This design comes from an exercise in tuning for small area and a short achievable clock period on the open sky130 flow, not from production work.
In this exercise RTL edits were held to simulation tests only and were not proved equivalent to the original.
Power and IR drop assume default switching activity.

File: flow/constraint.sdc
create_clock -name core_clock -period 100.0 [get_ports {PCLK}]
set_input_delay 20.0000 -clock core_clock [delete_from_list [all_inputs] [get_ports {PCLK}]]
set_output_delay 20.0000 -clock core_clock [all_outputs]
set_load 0.01 [all_outputs]
File: flow/config.mk
export PLATFORM = sky130hd
export DESIGN_NAME = interrupt_controller
export DESIGN_NICKNAME = interrupt_controller
export VERILOG_FILES = /design/flow/design.v
export SDC_FILE = /design/flow/constraint.sdc
export NUM_CORES = 4
export LEC_CHECK = 0
export CAP_MARGIN = 20
export CORE_MARGIN = 2
export CORE_UTILIZATION = 20
export PLACE_DENSITY = 0.3
export SLEW_MARGIN = 20
File: flow/flow/run.sh
#!/bin/bash
bash standard.sh > standard.log 2>&1
File: flow/design.v
module interrupt_controller (
    input  logic         PCLK,
    input  logic         rstn,
    input  logic         PSEL,
    input  logic         PENABLE,
    input  logic         PWRITE,
    input  logic [4:0]   PADDR,
    input  logic [31:0]  PWDATA,
    output logic [31:0]  PRDATA,
    output logic         PREADY,
    output logic         PSLVERR,
    input  logic [31:0]  IRQ,
    input  logic [4:0]   index,
    output logic [3:0]   INT,
    output logic [4:0]   IRQ_VECTOR
);
logic [31:0] irq_enable;
logic [31:0] irq_disable;
logic [31:0] irq_status;
logic [31:0] irq_type;
logic [31:0] irq_ack;
logic [31:0] irq_f;
logic [4:0]  irq_priority     [31:0];
logic [3:0]  irq_map          [31:0];
logic [4:0]  irq_vector_table [31:0];
wire acc = PSEL & PENABLE;
wire wr  = acc & PWRITE;
wire rd  = acc & ~PWRITE;
wire wr_status = wr & (PADDR == 5'h00);
wire wr_enable = wr & (PADDR == 5'h04);
wire wr_disable= wr & (PADDR == 5'h08);
wire wr_prio   = wr & (PADDR == 5'h0C);
wire wr_ack    = wr & (PADDR == 5'h10);
wire wr_type   = wr & (PADDR == 5'h14);
wire wr_vec    = wr & (PADDR == 5'h18);
wire wr_map    = wr & (PADDR == 5'h1C);
logic [31:0] idx_oh;
always_comb
    for (int i = 0; i < 32; i++)
        idx_oh[i] = (index == i[4:0]);
always_ff @(posedge PCLK or negedge rstn)
    if (!rstn) irq_f <= 32'b0;
    else       irq_f <= IRQ;
always_ff @(posedge PCLK or negedge rstn)
    if (!rstn)
        irq_status <= 32'b0;
    else if (wr_status)
        irq_status <= irq_status | PWDATA;
    else
        irq_status <= (irq_status | (irq_f & ~irq_disable & irq_enable)) & ~(~irq_type & irq_ack);
always_ff @(posedge PCLK or negedge rstn)
    if (!rstn) begin
        irq_enable  <= 32'b0;
        irq_disable <= 32'b0;
        irq_ack     <= 32'b0;
        irq_type    <= 32'b0;
    end else begin
        if (wr_enable)  irq_enable  <= irq_enable  | PWDATA;
        if (wr_disable) irq_disable <= irq_disable | PWDATA;
        if (wr_ack)     irq_ack     <= irq_ack     | PWDATA;
        if (wr_type)    irq_type    <= PWDATA;
    end
always_ff @(posedge PCLK or negedge rstn)
    if (!rstn) begin
        for (int i = 0; i < 32; i++) begin
            irq_priority[i]     <= 5'b0;
            irq_map[i]          <= 4'b0;
            irq_vector_table[i] <= 5'b0;
        end
    end else begin
        for (int i = 0; i < 32; i++) begin
            if (wr_prio & idx_oh[i]) irq_priority[i]     <= PWDATA[4:0];
            if (wr_map  & idx_oh[i]) irq_map[i]          <= PWDATA[3:0];
            if (wr_vec  & idx_oh[i]) irq_vector_table[i] <= PWDATA[4:0];
        end
    end
logic [4:0] rd_prio, rd_vec;
logic [3:0] rd_map;
always_comb begin
    rd_prio = 5'b0;
    rd_vec  = 5'b0;
    rd_map  = 4'b0;
    for (int i = 0; i < 32; i++) begin
        rd_prio = rd_prio | (irq_priority[i]     & {5{idx_oh[i]}});
        rd_vec  = rd_vec  | (irq_vector_table[i] & {5{idx_oh[i]}});
        rd_map  = rd_map  | (irq_map[i]          & {4{idx_oh[i]}});
    end
end
logic [31:0] rd_data;
always_comb
    case (PADDR)
        5'h00:   rd_data = irq_status;
        5'h04:   rd_data = irq_enable;
        5'h08:   rd_data = irq_disable;
        5'h0C:   rd_data = {27'b0, rd_prio};
        5'h10:   rd_data = irq_ack;
        5'h14:   rd_data = irq_type;
        5'h18:   rd_data = {27'b0, rd_vec};
        5'h1C:   rd_data = {28'b0, rd_map};
        default: rd_data = 32'b0;
    endcase
always_ff @(posedge PCLK or negedge rstn)
    if (!rstn)   PRDATA <= 32'b0;
    else if (rd) PRDATA <= rd_data;
always_ff @(posedge PCLK or negedge rstn)
    if (!rstn)    PREADY <= 1'b0;
    else if (acc) PREADY <= 1'b1;
assign PSLVERR = 1'b0;
logic [31:0] cand [0:5];
logic [31:0] zero_b;
always_comb begin
    cand[0] = irq_status;
    for (int b = 4; b >= 0; b--) begin
        for (int i = 0; i < 32; i++)
            zero_b[i] = cand[4-b][i] & ~irq_priority[i][b];
        cand[5-b] = (|zero_b) ? zero_b : cand[4-b];
    end
end
wire [31:0] c = cand[5];
logic [31:0] first;
logic        seen;
always_comb begin
    seen = 1'b0;
    for (int i = 0; i < 32; i++) begin
        first[i] = c[i] & ~seen;
        seen = seen | c[i];
    end
end
wire valid = |c[30:0];
wire [31:0] sel_oh = {~valid, first[30:0]};
logic [4:0] vec_sel;
logic [3:0] map_sel;
always_comb begin
    vec_sel = 5'b0;
    map_sel = 4'b0;
    for (int i = 0; i < 32; i++) begin
        vec_sel = vec_sel | (irq_vector_table[i] & {5{sel_oh[i]}});
        map_sel = map_sel | (irq_map[i]          & {4{first[i]}});
    end
end
always_ff @(posedge PCLK or negedge rstn)
    if (!rstn) INT <= 4'b0000;
    else if (map_sel[3:2] == 2'b00) INT[map_sel[1:0]] <= valid;
always_ff @(posedge PCLK or negedge rstn)
    if (!rstn) IRQ_VECTOR <= 5'b11111;
    else       IRQ_VECTOR <= vec_sel;
endmodule
File: flow/standard.sh
#!/bin/bash
# synth_recipe.tcl (not shown) runs the flow's synth.tcl, then flattens the netlist and writes it again
# the make line also repeats each setting of config.mk as NAME=value (left out here)
make -C /OpenROAD-flow-scripts/flow DESIGN_CONFIG=/design/flow/config.mk WORK_HOME=/design/flow/orfs CLKGATE_MAP_FILE= SYNTH_SCRIPT=/design/flow/synth_recipe.tcl "${@:-finish}"
==> qor.txt, run 1 <==
Post-Synthesis Cells - 3,044
setup TNS - 0 ps
Peak VDD IR - 0.0000118 V
min-delay worst type - reg -> reg
critical path fanouts, max - 20
Worst path top cell family by delay - simple AND/OR/NAND/NOR gates
power per cell area - 19.5 nW/um^2
unrepaired setup endpoints after global routing - no
wire length per cell - 34.5 um
reg-to-reg slack, setup - 86,240 ps
M3 GR Usage - 3.09%
gr usage total - 21.5%
Worst-Skew Late Latency - 750 ps
cell chain of the critical path - clkdlybuf4s50_1, nand2_1, nor2_1, buf_4, a22o_1, a221oi_1, nand4_1, nor3_1, o22ai_1, nor2_1, o21ai_0
Avg Inst Size Synth - 11.4 um^2
GP Congestion - 0.916
Hold Buf Count CTS - 0
pre-CTS WS - 75,390 ps
layout cells sized above 1 - 26.8%
GRT busiest layer - met2
Pleak - 18.6 nW
Synth area leader - dfrtp_1
Post-CTS Setup Repair Bufs - 0
TritonCTS buffer count - 86
Mapped Nets - 3,128
Initial Util - 20.2%
first-iteration detailed-routing DRC count - 2,772
Avg Vias per Cell - 5.11
WP data required - 100,600 ps
Setup violations, final - 0
met2 Use GR - 35.9%
Die Y - 420 um
antenna viol nets, final - 0
worst setup margin - 76,340 ps
CP dominant cell by count - nor2_1
CP Launch Type - input port
first-pass GRT wire length - 261 mm
DIE WIDTH - 420 um
top post-synthesis cells by area - dfrtp_1, mux2_2, a22oi_1
CP bufs+invs - 2
CTS Sinks - 682
top-count cell post-synth - dfrtp_1
core area - 172,000 um^2
Syn Std Cell Area - 34,600 um^2
Tot Pwr - 0.814 mW
Final nets - 3,250
TritonRoute pass-1 iters - 6
number of antenna violations at the first check in global routing - 13
I/O pin cnt - 122
CTS Buffer Depth - 3
Arr. time, crit path - 24,260 ps
CP Capture Type - register
Synth cell types - 98
clock skew - 56.7 ps
YS warnings - 5
fraction of registers with async set/reset - 100%
top_reg_cell synth - dfrtp_1
share of the synthesized area in the top cell type - 48.9%
Remaining DRCs - 0
vias in the first global route - 28,814
Peak Freq - 42.3 MHz
CP Class - in -> reg
Crit-path slowest cell - nand2_1
Rows - 152
max-cap violations - 0
CTS Root Cell - clkbuf_16
min Tclk post-route - 23,660 ps
CTS tree - built
final hold violation count - 0
Slew @ Worst Pin - 1250 ps
DP Wirelength - 143 mm
max-slew violation count - 0
GRT overflow - 0
number of synthesized flops with an enable pin - 0
Yosys reg bits - 682
cts repair resizes - 0
Synth top cells by count - dfrtp_1, mux2_2, nand2_1, a22oi_1, clkbuf_1
H-tree depth - 3
status - timing/DRC/antenna clean
IO Port Bufs - 120
clk slew on worst S/H paths - 60 ps
wirelength, routed - 192 mm
sequential share of the synthesized area - 49.3%
max incr delay on CP - 740 ps
via count - 28,349
Slew HR - 16.6%
met1 GRT Util - 28.2%
area growth from synthesis to layout - 20.6%
pin count of the biggest net entering global routing - 98
Tcrit/Tclk final - 23.7%
largest registers - irq_priority (160), irq_vector_table (160), irq_map (128)
die area - 176,000 um^2
[cell usage in the layout (no fill, tap or decap), types with 15 or more instances in the layout]
cell	netlist	routed
nand2b_1	53	52
nand3_1	21	20
a21oi_1	74	74
clkbuf_8	0	22
clkbuf_16	0	87
nand4_1	51	51
nor2_1	97	93
clkdlybuf4s50_1	0	112
dfrtp_1	677	677
a21boi_0	15	15
a211o_1	41	41
a221oi_1	72	72
clkinv_2	0	17
nand2_1	237	237
inv_1	68	68
mux4_2	32	32
buf_4	7	107
a21boi_1	18	18
a211oi_1	55	54
o21ai_0	121	121
a22o_1	61	61
nor3b_1	26	23
nor3_1	79	69
a22oi_1	195	195
or2_2	30	32
o22ai_1	22	22
a21o_1	110	110
mux2_2	462	462
[cell type report]
| type | count | area (um^2) |
|---|---|---|
| flip-flops and latches | 682 | 17100 |
| multi-input cells | 2098 | 16600 |
| diodes | 3 | 7.51 |
| repair buffers | 228 | 2010 |
| fillers | 18102 | 130000 |
| inverters | 70 | 263 |
| clock inverters | 35 | 427 |
| clock buffers | 120 | 2520 |
| well taps | 2310 | 2890 |
[final timing paths]
| check | start | end | depth (start not counted) |
|---|---|---|---|
| setup reg to reg | irq_priority[7][4] | INT[0] | 34 |
| hold reg to reg | irq_ack[11] | irq_ack[11] | 1 |
| setup / recovery | index[1] | PRDATA[1] | 11 |
| max in group asynchronous | rstn | irq_priority[3][0] | 4 |
| hold / removal | irq_ack[11] | irq_ack[11] | 1 |
| min in group asynchronous | rstn | irq_vector_table[7][1] | 1 |
[report_power, final]
part / switching, mW / total (mW) / internal [mW]
clock: 0.137 / 0.327 / 0.190
combinational: 0.119 / 0.180 / 0.0611
sequential: 0.0173 / 0.307 / 0.290
total: 0.273 / 0.814 / 0.541
[cells by family (layout without fill, tap and decap cells)]
| logic type | Yosys count | in the layout | share of synthesized area [%] |
|---|---|---|---|
| mux | 499 | 499 | 17.3 |
| simple gates | 696 | 696 | 10.7 |
| other cells | 1 | 4 | 0.0108 |
| compound gates | 897 | 897 | 19.4 |
| fa+ha+maj | 5 | 5 | 0.181 |
| flops | 682 | 682 | 49.3 |
| buf+inv | 264 | 453 | 3.16 |
[layer usage]
layer | share of wire, % | wire, um | up-vias
met4 | 4.0 | 7640 | 6
li1 | - | - | 11824
met2 | 48 | 91200 | 1082
met1 | 44 | 83800 | 15151
met5 | 0.023 | 44 | -
met3 | 4.6 | 8860 | 286
[metrics by stage]
stage	util [%]	hold WS, ps	cells	cell area, um^2
4_1_cts	24.3	471	5543	41700
6_report	24.3	475	5546	41800
5_1_grt	24.3	494	5543	41800
3_5_place_dp	22.6	457	5388	38800
2_1_floorplan	-	436	3044	34600
3_3_place_gp	22.6	448	5386	38800
[worst register-to-register path: cells and delay by family (launching register included)]
family	cells	cell delay [ps]
AND/OR/NAND/NOR	16	5460
adder cells (fa/ha/maj)	1	340
buffers and inverters	4	1380
AO/OA/AOI/OAI	13	5850
flip-flops	1	620
==> run 2: changes to the inputs <==
==> flow/run.sh (new file) <==
#!/bin/bash
# synth_recipe.tcl (not shown) runs the flow's synth.tcl, then flattens the netlist and writes it again
# the make line also repeats each setting of config.mk as NAME=value (left out here)
make -C /OpenROAD-flow-scripts/flow DESIGN_CONFIG=/design/flow/config.mk WORK_HOME=/design/flow/orfs CLKGATE_MAP_FILE= SYNTH_SCRIPT=/design/flow/synth_recipe.tcl finish
removed: flow/flow/run.sh
removed: flow/standard.sh
==> run 2 against run 1 <==
  * Critical path depth is the same
  * Largest power group unchanged
  * Non-clock buffer count unchanged
  * Register-to-register slack hardly changed
  * Fmax stayed put
  * Die area is the same
  * Combinational power hardly changed
  * Total power did not move
  * Clock-buffer cell count is the same
  * Largest cell class unchanged
==> qor.txt, run 2 <==
IO Port Bufs - 120 (unchanged)
Synth cell types - 98 (unchanged)
max-slew violation count - 0 (unchanged)
status - timing/DRC/antenna clean
sequential share of the synthesized area - 49.3% (unchanged)
Initial Util - 20.2% (unchanged)
Sequential Power Share - 37.7% (about the same)
power per cell area - 19.5 nW/um^2 (unchanged)
first-pass GRT wire length - 261 mm (unchanged)
Final nets - 3,250 (unchanged)
top-count cell post-synth - dfrtp_1
CP Launch Type - input port
CTS Root Cell - clkbuf_16
TritonRoute pass-1 iters - 6 (unchanged)
Synth area leader - dfrtp_1
Syn Std Cell Area - 34,600 um^2 (unchanged)
CP dominant cell by count - nor2_1
critical path fanouts, max - 20 (unchanged)
pin count of the biggest net entering global routing - 98 (unchanged)
Synth top cells by count - dfrtp_1, mux2_2, nand2_1, a22oi_1, clkbuf_1
Worst-Skew Late Latency - 750 ps (about the same)
vias in the first global route - 28,814 (unchanged)
DP Wirelength - 143 mm (unchanged)
Die Y - 420 um (unchanged)
top_reg_cell synth - dfrtp_1
min-delay worst type - reg -> reg
Avg Inst Size Synth - 11.4 um^2 (unchanged)
commonest non-fill, non-tap cell in the layout - dfrtp_1
final hold violation count - 0 (unchanged)
CP Class - in -> reg
Net Sw Frac - 33.6% (unchanged)
area growth from synthesis to layout - 20.6% (unchanged)
GRT overflow - 0 (unchanged)
Peak VDD IR - 0.0000118 V (unchanged)
wirelength, routed - 192 mm (unchanged)
Arr. time, crit path - 24,260 ps (about the same)
min Tclk post-route - 23,660 ps (unchanged)
share of the synthesized area in the top cell type - 48.9% (unchanged)
cts repair resizes - 0 (unchanged)
I/O pin cnt - 122 (unchanged)
clock skew - 56.7 ps (unchanged)
CTS Sinks - 682 (unchanged)
Comb power frac - 22.2% (about the same)
clock power share - 40.1% (about the same)
CP bufs+invs - 2 (unchanged)
via count - 28,349 (unchanged)
CTS tree - built
wire length per cell - 34.5 um (unchanged)
Worst path top cell family by delay - simple AND/OR/NAND/NOR gates
Crit-path slowest cell - nand2_1
gr usage total - 21.5% (unchanged)
cell chain of the critical path - clkdlybuf4s50_1, nand2_1, nor2_1, buf_4, a22o_1, a221oi_1, nand4_1, nor3_1, o22ai_1, nor2_1, o21ai_0
Mapped Nets - 3,128 (unchanged)
Post-Synthesis Cells - 3,044 (unchanged)
Setup violations, final - 0 (unchanged)
number of antenna violations at the first check in global routing - 13 (unchanged)
YS warnings - 5 (unchanged)
# fillers - 18,102 (unchanged)
Post-CTS Setup Repair Bufs - 0 (unchanged)
Remaining DRCs - 0 (unchanged)
antenna viol nets, final - 0 (unchanged)
first-iteration detailed-routing DRC count - 2,772 (unchanged)
Peak Freq - 42.3 MHz (unchanged)
clk slew on worst S/H paths - 60 ps (about the same)
unrepaired setup endpoints after global routing - no
most frequent cells in the layout - dfrtp_1, mux2_2, nand2_1, a22oi_1, o21ai_0
max incr delay on CP - 740 ps (about the same)
top post-synthesis cells by area - dfrtp_1, mux2_2, a22oi_1
Sw Pwr - 0.273 mW (unchanged)
CP Capture Type - register
TritonCTS buffer count - 86 (unchanged)
Hold Buf Count CTS - 0 (unchanged)
Rows - 152 (unchanged)
H-tree depth - 3 (unchanged)
Yosys reg bits - 682 (unchanged)
core area - 172,000 um^2 (unchanged)
number of synthesized flops with an enable pin - 0 (unchanged)
max-cap violations - 0 (unchanged)
WHS - 475 ps (unchanged)
WP data required - 100,600 ps (about the same)
layout cells sized above 1 - 26.8% (unchanged)
largest registers - irq_priority (160), irq_vector_table (160), irq_map (128)
DIE WIDTH - 420 um (unchanged)
Tot Pwr - 0.814 mW (unchanged)
GP Congestion - 0.916 (unchanged)
Tcrit/Tclk final - 23.7% (unchanged)
setup TNS - 0 ps (unchanged)
Pleak - 18.6 nW (unchanged)
CTS Buffer Depth - 3 (unchanged)
fraction of registers with async set/reset - 100% (unchanged)
Slew HR - 16.6% (unchanged)
die area - 176,000 um^2 (unchanged)
Slew @ Worst Pin - 1250 ps (unchanged)
Cell Int Power - 0.541 mW (unchanged)
Avg Vias per Cell - 5.11 (unchanged)
-- run 2: cell counts after synthesis --
Identical to the previous run, type by type.
-- run 2: layout make-up --
cell class | instances | area [um^2] | area share [%]
antenna | 3 | 7.51 | 0.0180
sequential | 682 | 17100 | 40.9
tap | 2310 | 2890 | 6.92
clock buffer | 120 | 2520 | 6.04
timing repair buffer | 228 | 2010 | 4.81
clock inverter | 35 | 427 | 1.02
inverter | 70 | 263 | 0.629
multi-input combinational | 2098 | 16600 | 39.7
-- run 2: per-stage QoR --
stage               cell area [um^2]  worst slack (ps)  std cells  utilization, %
global route                   41800             76310       5543            24.3
floorplan                      34600             77890       3044               -
finish                         41800             76340       5546            24.3
global placement               38800             75070       5386            22.6
CTS                            41700             76210       5543            24.3
detailed placement             38800             75390       5388            22.6
-- run 2: cells by family after synthesis --
group / count (synthesis) / synth area share, %
compound gates: 897 / 19.4
fa+ha+maj: 5 / 0.181
buf+inv: 264 / 3.16
flops: 682 / 49.3
mux: 499 / 17.3
other cells: 1 / 0.0108
simple gates: 696 / 10.7
-- run 2: routing by layer --
layer	global-route usage [%]	vias to the layer above	wire, um
met5	0	-	44
met4	7.65	6	7640
met3	3.09	286	8860
met2	35.9	1082	91200
met1	28.2	15151	83800
li1	-	11824	-
-- run 2: final timing paths --
| path | from | endpoint | slack [ps] | cells past startpoint |
|---|---|---|---|---|
| max | index[1] | PRDATA[1] | 76340 | 11 |
| min | irq_ack[11] | irq_ack[11] | 470 | 1 |
| max reg2reg | irq_priority[7][4] | INT[0] | 86240 | 34 |
| min reg2reg | irq_ack[11] | irq_ack[11] | 470 | 1 |
| max in group asynchronous | rstn | irq_priority[3][0] | 77630 | 4 |
| min in group asynchronous | rstn | irq_vector_table[7][1] | 19260 | 1 |
-- run 2: power groups by stage --
stage | combinational [mW] | clock (mW) | sequential, mW
6_report | 0.180 | 0.327 | 0.307
5_1_grt | 0.192 | 0.348 | 0.309
4_1_cts | 0.180 | 0.338 | 0.308
3_5_place_dp | 0.179 | 0 | 0.313
3_3_place_gp | 0.179 | 0 | 0.313
2_1_floorplan | 0.0968 | 0 | 0.303
-- run 2: worst register-to-register path, delay by kind of cell, from the launching register on --
family	cells	cell delay [ps]
AO/OA/AOI/OAI	13	5850
adder cells (fa/ha/maj)	1	340
buffers and inverters	4	1380
flip-flops	1	620
AND/OR/NAND/NOR	16	5460

## separate check: timing with driven ports
How much do the figures lean on ideal ports? The routed layouts below were timed once more, with nothing changed but the port constraints.
Step 1: set_driving_cell puts a clkbuf_16 on PCLK and a buf_2 on each other input, an assumption about the parent block.
Step 2 also shifts input and output timing later by t, the mid clock arrival at the registers, as if the neighbouring blocks saw the same clock.
a / b / c = ideal ports / drivers / drivers and shift; a / b = the first two.
| run | t, ns | setup slack, ns | latest minus earliest clock arrival (ns) | slew at the worst register clock pin (ns) | worst data-port slew with drivers (ns) |
|---|---|---|---|---|---|
| run 1 | 0.807 | 76.337 / 76.391 / 75.584 | 0.057 / 0.057 | 0.07 / 0.07 | 0.07 |
| run 2 | 0.807 | 76.337 / 76.391 / 75.584 | 0.057 / 0.057 | 0.07 / 0.07 | 0.07 |
After both steps setup and hold are still met in every run listed.
